From an optimization exercise on the open Yosys and OpenROAD flow, aimed at small area; shortcuts taken in it are not production practice. Function was checked by simulation only, so behaviour that the tests miss may differ from the original. No activity file was given, so power comes from the tool's default toggle rates.

===== design/flow/design.v =====
module atomik_top_parallel #(
    parameter integer SYS_CLK_HZ = 94_500_000,
    parameter integer BAUD_RATE  = 115200,
    parameter integer N_BANKS    = 4
)(
    input  wire       sys_clk,
    input  wire       sys_rst_n,
    input  wire       uart_rx,
    output wire       uart_tx,
    output wire [5:0] led
);
    localparam integer BAUD_DIV = SYS_CLK_HZ / BAUD_RATE;    
    localparam integer HALF_BIT = BAUD_DIV / 2;              
    wire clk = sys_clk;
    wire rst_n = sys_rst_n;
    localparam [22:0] HB_INIT = 23'h0AFD85;
    reg [22:0] hb;
    reg        por_done;
    reg        hb_top;
    wire       hb_low0 = ~|hb[21:0];
    always @(posedge clk or negedge rst_n) begin
        if (!rst_n) begin
            hb       <= HB_INIT;
            por_done <= 1'b0;
            hb_top   <= 1'b0;
        end else begin
            hb <= {hb[21:0], hb[22] ^ hb[17] ^ hb_low0};
            if (hb_low0 & ~hb[22]) begin
                if (por_done)
                    hb_top <= ~hb_top;
                else
                    por_done <= 1'b1;
            end
        end
    end
    reg [2:0] rx_sync;
    always @(posedge clk or negedge rst_n) begin
        if (!rst_n)
            rx_sync <= 3'b111;
        else
            rx_sync <= {rx_sync[1:0], uart_rx | ~por_done};
    end
    wire rx_pin = rx_sync[2];
    localparam RX_IDLE  = 2'd0;
    localparam RX_START = 2'd1;
    localparam RX_DATA  = 2'd2;
    localparam RX_STOP  = 2'd3;
    reg [1:0] rx_state;
    reg       rx_valid;
    reg [9:0] rx_cnt;
    reg [2:0] rx_bit;       
    reg [7:0] rx_shift;
    wire rx_sample = (rx_state == RX_DATA) && (rx_cnt == BAUD_DIV - 1);
    always @(posedge clk or negedge rst_n) begin
        if (!rst_n) begin
            rx_state <= RX_IDLE;
            rx_valid <= 1'b0;
        end else begin
            rx_valid <= 1'b0;
            case (rx_state)
                RX_IDLE:  if (!rx_pin) rx_state <= RX_START;
                RX_START: if (rx_cnt == HALF_BIT) rx_state <= rx_pin ? RX_IDLE : RX_DATA;
                RX_DATA:  if (rx_sample && rx_bit == 3'd6) rx_state <= RX_STOP;
                RX_STOP:  if (rx_cnt == BAUD_DIV - 1) begin
                              rx_valid <= 1'b1;
                              rx_state <= RX_IDLE;
                          end
            endcase
        end
    end
    always @(posedge clk) begin
        case (rx_state)
            RX_IDLE:  rx_cnt <= 10'd0;
            RX_START: if (rx_cnt == HALF_BIT) begin
                          rx_cnt <= 10'd0;
                          rx_bit <= 3'd7;
                      end else
                          rx_cnt <= rx_cnt + 10'd1;
            default:  if (rx_cnt == BAUD_DIV - 1)
                          rx_cnt <= 10'd0;
                      else
                          rx_cnt <= rx_cnt + 10'd1;
        endcase
        if (rx_sample) begin
            rx_shift <= {rx_pin, rx_shift[7:1]};
            rx_bit   <= rx_bit + 3'd1;
        end
    end
    localparam CMD_IDLE      = 4'd0;
    localparam CMD_LOAD      = 4'd1;
    localparam CMD_ACCUM     = 4'd2;
    localparam CMD_READ      = 4'd3;
    localparam CMD_READ_WAIT = 4'd4;
    localparam CMD_STATUS    = 4'd5;
    localparam CMD_TX_START  = 4'd7;
    localparam CMD_TX_WAIT   = 4'd8;
    localparam CMD_TX_DONE   = 4'd9;
    reg [3:0] cmd_state;
    reg       cmd_active;
    reg [2:0] byte_cnt;      
    reg       is_status;
    reg       tx_start;
    reg       upd;           
    reg       init_valid;    
    reg       acc_nz;        
    reg       nz;            
    reg       tx_busy;
    wire in_load  = (cmd_state == CMD_LOAD);
    wire in_accum = (cmd_state == CMD_ACCUM);
    reg  [5:0] ph;
    reg  [3:0] tx_bitn;      
    wire [2:0] tx_bit = tx_bitn[2:0];
    wire [2:0] slot_bit = (in_load | in_accum) ? rx_bit : tx_bit[2:0];
    wire       match    = (ph == {byte_cnt, slot_bit});
    reg wpend;
    always @(posedge clk)
        wpend <= rx_sample | (wpend & ~match);
    wire wr_i = wpend & match & in_load;
    wire wr_d = wpend & match & in_accum;
    reg [63:0] ring_i;
    reg [63:0] ring_d;
    wire d_new = (ring_d[63] & acc_nz) ^ rx_shift[7];
    always @(posedge clk) begin
        ph     <= ph + 6'd1;
        ring_i <= {ring_i[62:0], wr_i ? rx_shift[7] : ring_i[63]};
        ring_d <= {ring_d[62:0], wr_d ? d_new : ring_d[63]};
    end
    wire rd_bit = (ring_i[63] & init_valid) ^ (ring_d[63] & acc_nz);
    always @(posedge clk) begin
        if (cmd_state == CMD_IDLE)
            nz <= 1'b0;
        else if (wr_d)
            nz <= nz | d_new;
    end
    always @(posedge clk or negedge rst_n) begin
        if (!rst_n) begin
            cmd_state  <= CMD_IDLE;
            cmd_active <= 1'b0;
            tx_start   <= 1'b0;
            upd        <= 1'b0;
            init_valid <= 1'b0;
            acc_nz     <= 1'b0;
        end else begin
            tx_start <= 1'b0;
            upd      <= 1'b0;
            if (upd)
                acc_nz <= nz;
            case (cmd_state)
                CMD_IDLE: begin
                    cmd_active <= 1'b0;
                    if (rx_valid) begin
                        case (rx_shift)
                            8'h4C: begin cmd_state <= CMD_LOAD;   cmd_active <= 1'b1; end
                            8'h41: begin cmd_state <= CMD_ACCUM;  cmd_active <= 1'b1; end
                            8'h52: begin cmd_state <= CMD_READ;   cmd_active <= 1'b1; end
                            8'h53: begin cmd_state <= CMD_STATUS; cmd_active <= 1'b1; end
                            default: ;
                        endcase
                    end
                end
                CMD_LOAD, CMD_ACCUM: begin
                    if (rx_valid && byte_cnt == 3'd7) begin
                        cmd_state  <= CMD_IDLE;
                        cmd_active <= 1'b0;
                        upd        <= 1'b1;
                        if (in_load) init_valid <= 1'b1;
                    end
                end
                CMD_READ:      cmd_state <= CMD_READ_WAIT;
                CMD_READ_WAIT: cmd_state <= CMD_TX_START;
                CMD_STATUS:    cmd_state <= CMD_TX_START;
                CMD_TX_START: begin
                    tx_start  <= 1'b1;
                    cmd_state <= CMD_TX_WAIT;
                end
                CMD_TX_WAIT: if (tx_busy) cmd_state <= CMD_TX_DONE;
                CMD_TX_DONE: if (!tx_busy)
                                 cmd_state <= (!is_status && byte_cnt != 3'd7) ? CMD_TX_START : CMD_IDLE;
                default: cmd_state <= CMD_IDLE;
            endcase
        end
    end
    always @(posedge clk) begin
        case (cmd_state)
            CMD_IDLE:            byte_cnt <= 3'd0;
            CMD_LOAD, CMD_ACCUM: if (rx_valid) byte_cnt <= byte_cnt + 3'd1;
            CMD_TX_DONE:         if (!tx_busy) byte_cnt <= byte_cnt + 3'd1;
            default: ;
        endcase
        if (cmd_state == CMD_READ_WAIT) is_status <= 1'b0;
        if (cmd_state == CMD_STATUS)    is_status <= 1'b1;
    end
    reg [9:0] tx_cnt;
    reg       tx_out;
    reg       nb;            
    always @(posedge clk)
        if (match) nb <= rd_bit;
    wire tx_data_bit = is_status ? ((tx_bitn[2:0] == 3'd7) & ~acc_nz) : nb;
    always @(posedge clk or negedge rst_n) begin
        if (!rst_n) begin
            tx_busy <= 1'b0;
            tx_out  <= 1'b1;
        end else if (!tx_busy) begin
            if (tx_start) begin
                tx_busy <= 1'b1;
                tx_out  <= 1'b0;
            end
        end else if (tx_cnt == BAUD_DIV - 1) begin
            tx_out <= tx_bitn[3] ? 1'b1 : tx_data_bit;
            if (tx_bitn[3] & tx_bitn[0]) tx_busy <= 1'b0;
        end
    end
    always @(posedge clk) begin
        if (!tx_busy) begin
            tx_cnt  <= 10'd0;
            tx_bitn <= 4'd0;
        end else if (tx_cnt == BAUD_DIV - 1) begin
            tx_cnt  <= 10'd0;
            tx_bitn <= tx_bitn + 4'd1;
        end else
            tx_cnt <= tx_cnt + 10'd1;
    end
    assign uart_tx = tx_out;
    reg [19:0] act;
    wire act_low0 = ~|act[18:0];
    always @(posedge clk or negedge rst_n) begin
        if (!rst_n)
            act <= 20'd0;
        else if (rx_valid)
            act <= 20'd1;
        else
            act <= {act[18:0], act[19] ^ act[16] ^ (act[19] & act_low0)};
    end
    assign led[5] = 1'b0;
    assign led[4] = ~hb_top;
    assign led[3] = ~cmd_active;
    assign led[2] = acc_nz;
    assign led[1] = ~tx_busy;
    assign led[0] = act_low0 & ~act[19];
endmodule

===== design/flow/run.sh =====
#!/bin/bash
# synth_recipe.tcl (not shown) runs the flow's synth.tcl, then flattens the netlist and writes it again
# the make line also repeats each setting of config.mk as NAME=value (left out here)
make -C /OpenROAD-flow-scripts/flow DESIGN_CONFIG=/design/flow/config.mk WORK_HOME=/design/flow/orfs CLKGATE_MAP_FILE= SYNTH_SCRIPT=/design/flow/synth_recipe.tcl finish

===== design/flow/config.mk =====
export PLATFORM = sky130hd
export DESIGN_NAME = atomik_top_parallel
export DESIGN_NICKNAME = atomik_top_parallel
export VERILOG_FILES = /design/flow/design.v
export SDC_FILE = /design/flow/constraint.sdc
export NUM_CORES = 4
export LEC_CHECK = 0
export CAP_MARGIN = 20
export CORE_MARGIN = 2
export CORE_UTILIZATION = 40
export PLACE_DENSITY = 0.6
export SLEW_MARGIN = 20

===== design/flow/constraint.sdc =====
create_clock -name core_clock -period 10.0 [get_ports {sys_clk}]
set_input_delay 2.0000 -clock core_clock [delete_from_list [all_inputs] [get_ports {sys_clk}]]
set_output_delay 2.0000 -clock core_clock [all_outputs]
set_load 0.01 [all_outputs]

==> notes.md <==
## cell usage after synthesis, types with 5 or more instances
| cell | count | area, um^2 |
|---|---|---|
| sky130_fd_sc_hd__nand3_1 | 15 | 75.1 |
| sky130_fd_sc_hd__nand4_1 | 9 | 56.3 |
| sky130_fd_sc_hd__dfxtp_1 | 161 | 3220 |
| sky130_fd_sc_hd__nor2_1 | 48 | 180 |
| sky130_fd_sc_hd__a21oi_1 | 12 | 60.1 |
| sky130_fd_sc_hd__inv_1 | 16 | 60.1 |
| sky130_fd_sc_hd__edfxtp_1 | 15 | 450 |
| sky130_fd_sc_hd__nand2_1 | 22 | 82.6 |
| sky130_fd_sc_hd__ha_1 | 14 | 175 |
| sky130_fd_sc_hd__xnor2_1 | 18 | 158 |
| sky130_fd_sc_hd__nor2b_1 | 25 | 156 |
| sky130_fd_sc_hd__xor2_1 | 17 | 149 |
| sky130_fd_sc_hd__and2_1 | 5 | 31.3 |
| sky130_fd_sc_hd__dfrtp_1 | 46 | 1150 |
| sky130_fd_sc_hd__dfstp_2 | 16 | 420 |
| sky130_fd_sc_hd__nor4_1 | 10 | 62.6 |
| sky130_fd_sc_hd__and3_1 | 6 | 37.5 |
## where the power goes
group          total (mW)  switching [mW]  internal, mW
sequential          0.962        0.000254         0.961
combinational     0.00569         0.00476      0.000926
clock               0.838           0.343         0.495
## logic make-up after synthesis
family | synth area share [%]
AO/OA/AOI/OAI | 3.77
XOR/XNOR | 4.31
adder cells (fa/ha/maj) | 2.46
buffers and inverters | 1.76
flip-flops | 73.8
multiplexers | 0.880
other | 0.0527
AND/OR/NAND/NOR | 13.0
## path summary, 6_finish.rpt
kind,start,to,cells after the start
min,ring_d[23],ring_d[24],0
min in group asynchronous,sys_rst_n,hb_top,2
min reg2reg,ring_d[23],ring_d[24],0
max in group asynchronous,sys_rst_n,acc_nz,2
max reg2reg,rx_cnt[0],rx_bit[0],5
max,act[14],led[0],5
## worst max-delay path, cell delays in order, from the launching register on
cell,delay [ns]
sky130_fd_sc_hd__dfrtp_1,0.37
sky130_fd_sc_hd__nor4_1,0.32
sky130_fd_sc_hd__nand4_1,0.14
sky130_fd_sc_hd__or4_1,0.46
sky130_fd_sc_hd__nor2_1,0.11
sky130_fd_sc_hd__clkdlybuf4s50_1,0.53
## cell type report
type	instances	area share [%]
clock inverter	8	1.06
clock buffer	31	8.16
sequential	238	64.2
inverter	18	0.827
multi-input combinational	266	21.3
timing repair buffer	9	1.01
tap	225	3.45
## registers in the layout, summed over array words and instances, names as in the netlist, 3 cells and up, named ones only
signal and count:
tx_cnt 10, rx_bit 3, cmd_state 4, rx_shift 8, ring_d 64, act 20, rx_cnt 10, ring_i 64
byte_cnt 3, tx_bitn 4, ph 6, rx_sync 3, hb 23
## routing by layer
layer	part of all wire, %	vias to the layer above
met5	0	-
met1	48	1787
met2	45	63
met3	4.5	22
met4	2.3	0
li1	-	1829
## metrics by stage
| stage | setup slack (ns) | power (mW) | instance area, um^2 |
|---|---|---|---|
| 2_1_floorplan | 6.68 | 0.983 | 7110 |
| 3_3_place_gp | 6.09 | 0.988 | 7420 |
| 3_5_place_dp | 6.06 | 0.988 | 7420 |
| 4_1_cts | 5.52 | 1.83 | 8170 |
| 5_1_grt | 5.43 | 1.87 | 8170 |
| 6_report | 5.56 | 1.81 | 8170 |
==> notes.md <==
# TYPE chip_impl_metric gauge
chip_impl_metric{name="critical_path_maximum_fanout",unit=""} 3
chip_impl_metric{name="first_global_vias",unit=""} 3725
chip_impl_metric{name="timing.hold.ws",unit="ns"} 0.320
chip_impl_metric{name="gp_routability_congestion",unit=""} 0.789
chip_impl_metric{name="cts_repair_resize_count",unit=""} 0
chip_impl_info{name="tritoncts",value="built"} 1
chip_impl_metric{name="placement_rows",unit=""} 48
chip_impl_metric{name="grt_first_pass_wirelength",unit="mm"} 18.1
chip_impl_info{name="outcome",value="timing/DRC/antenna clean"} 1
chip_impl_metric{name="finalCriticalPeriod",unit="ns"} 4.44
chip_impl_metric{name="critical_path_arrival",unit="ns"} 2.44
chip_impl_metric{name="grt_use_met1",unit="%"} 16.5
chip_impl_metric{name="finalHoldViolations",unit=""} 0
chip_impl_info{name="end_kind",value="primary output"} 1
chip_impl_metric{name="yosys_warnings",unit=""} 1
chip_impl_metric{name="layout-area-overhead-vs-synth",unit="%"} 14.9
chip_impl_info{name="mostFrequentLayoutCell",value="sky130_fd_sc_hd__dfxtp_1"} 1
chip_impl_metric{name="clock_sinks",unit=""} 238
chip_impl_metric{name="synth_async_sr_flop_share",unit="%"} 26.1
chip_impl_metric{name="cts.path.max_buffers",unit=""} 3
chip_impl_metric{name="postSynthNetCount",unit=""} 548
chip_impl_info{name="mostFrequentLayoutCells",value="161 x sky130_fd_sc_hd__dfxtp_1, 48 x sky130_fd_sc_hd__nor2_1, 46 x sky130_fd_sc_hd__dfrtp_1"} 1
chip_impl_metric{name="antenna_left",unit=""} 0
chip_impl_metric{name="clock.fmax",unit="MHz"} 225
chip_impl_metric{name="post_cts_hold_buffer_count",unit=""} 0
chip_impl_metric{name="yosysUniqueCellTypes",unit=""} 60
chip_impl_metric{name="synth_sequential_area_ratio",unit="%"} 73.8
chip_impl_metric{name="cts_setup_buffers",unit=""} 0
chip_impl_metric{name="antenna_cells",unit=""} 0
chip_impl_metric{name="drv_slew",unit=""} 0
chip_impl_info{name="synth_top_flop_cell",value="sky130_fd_sc_hd__dfxtp_1"} 1
chip_impl_metric{name="final_core_utilization",unit="%"} 47.1
chip_impl_metric{name="placedCellCount",unit=""} 756
chip_impl_metric{name="fp.dieArea",unit="um^2"} 18900
chip_impl_metric{name="core-area",unit="um^2"} 17400
chip_impl_metric{name="num_io_pins",unit=""} 10
chip_impl_metric{name="period_share",unit="%"} 44.4
chip_impl_metric{name="fillerInstances",unit=""} 1483
chip_impl_info{name="start_kind",value="flop"} 1
chip_impl_metric{name="clkLatencyLatePin",unit="ns"} 0.50
chip_impl_metric{name="worst_slew_pin_slew",unit="ns"} 0.806
chip_impl_metric{name="grtUsageMet2",unit="%"} 18.4
chip_impl_info{name="grt-busiest-layer",value="met2"} 1
chip_impl_metric{name="detailed_place_hpwl",unit="mm"} 6.52
chip_impl_metric{name="vias_per_cell",unit=""} 4.66
chip_impl_metric{name="relSlewSlack",unit="%"} 46.2
chip_impl_metric{name="area_of_the_multi_input_gates",unit="um^2"} 1740
chip_impl_metric{name="drcViolationCount",unit=""} 0
chip_impl_metric{name="fp.dieW",unit="um"} 137
chip_impl_metric{name="finalNonFillerCells",unit=""} 795
chip_impl_metric{name="clk_transition_reported_paths",unit="ns"} 0.06
chip_impl_info{name="ctsRootBufferMaster",value="sky130_fd_sc_hd__clkbuf_16"} 1
chip_impl_metric{name="power.ir.vdd_worst",unit="uV"} 140
chip_impl_metric{name="power.density_cell_area",unit="nW/um^2"} 221
chip_impl_metric{name="wl_per_cell",unit="um"} 13.0
chip_impl_metric{name="layout.nets",unit=""} 572
chip_impl_metric{name="rrSetupSlack",unit="ns"} 7.87
chip_impl_metric{name="met3_usage",unit="%"} 2.87
chip_impl_metric{name="p_leak",unit="nW"} 3.45
chip_impl_metric{name="port_buffers",unit=""} 8
chip_impl_metric{name="die_height",unit="um"} 137
chip_impl_metric{name="clock-skew-final",unit="ns"} 0.00912
chip_impl_info{name="worstHoldPathType",value="flop to flop"} 1
chip_impl_metric{name="postSynthCellCount",unit=""} 531
chip_impl_metric{name="number_of_maximum_capacitance_violations",unit=""} 0
chip_impl_metric{name="setup-violations-final",unit=""} 0
chip_impl_metric{name="ff_latch_area",unit="um^2"} 5250
chip_impl_metric{name="initial_core_util",unit="%"} 41.0
chip_impl_metric{name="synth-edff-count",unit=""} 15
chip_impl_metric{name="grt-ovfl-total",unit=""} 0
chip_impl_metric{name="setup_tns_final",unit="ns"} 0
chip_impl_metric{name="cts-buffers-inserted",unit=""} 22
chip_impl_metric{name="firstDrtPassIters",unit=""} 4
chip_impl_metric{name="antenna_violations_before_repair",unit=""} 0
chip_impl_metric{name="totalWireLength",unit="mm"} 10.4
chip_impl_metric{name="required",unit="ns"} 8.00
chip_impl_metric{name="dr.first_iter.drc_count",unit=""} 154
chip_impl_metric{name="vias",unit=""} 3701
chip_impl_metric{name="grt_start_max_net_pins",unit=""} 63
chip_impl_metric{name="final_layout_size_suffix_gt1_share",unit="%"} 11.8
chip_impl_metric{name="synth_seq_cells",unit=""} 238
chip_impl_metric{name="postSynthAreaPerCell",unit="um^2"} 13.4
chip_impl_metric{name="cts_max_level",unit=""} 1
chip_impl_info{name="rsz0062_at_grt",value="false"} 1
chip_impl_metric{name="syn_std_cell_area",unit="um^2"} 7110
chip_impl_info{name="worst-setup-path-type",value="flop to primary output"} 1
chip_impl_metric{name="grt_util_all_layers",unit="%"} 11.9

[static timing again, ports no longer ideal]
The flow's constraints put no driver on any port. The routed layout listed below was extracted and timed again, unchanged, in two steps.
Step 1: set_driving_cell puts a clkbuf_16 on sys_clk and a buf_2 on each other input, an assumption about the parent block.
Step 2 times the ports against the registers' clock, not the clock port: input delays grow and output delays shrink by t, the midpoint of the rising clock arrivals with the driver on.
Three values: ideal, step 1, step 2; two values: the first two.
t, ns: 0.542
setup WS [ns]: 5.564 / 5.520 / 6.062
hold slack, ns: 0.320 / 0.320 / 0.320
After both steps setup and hold are still met in this run. The setup slack of this run moves by -0.044 ns with the drivers and by +0.498 ns with both steps.
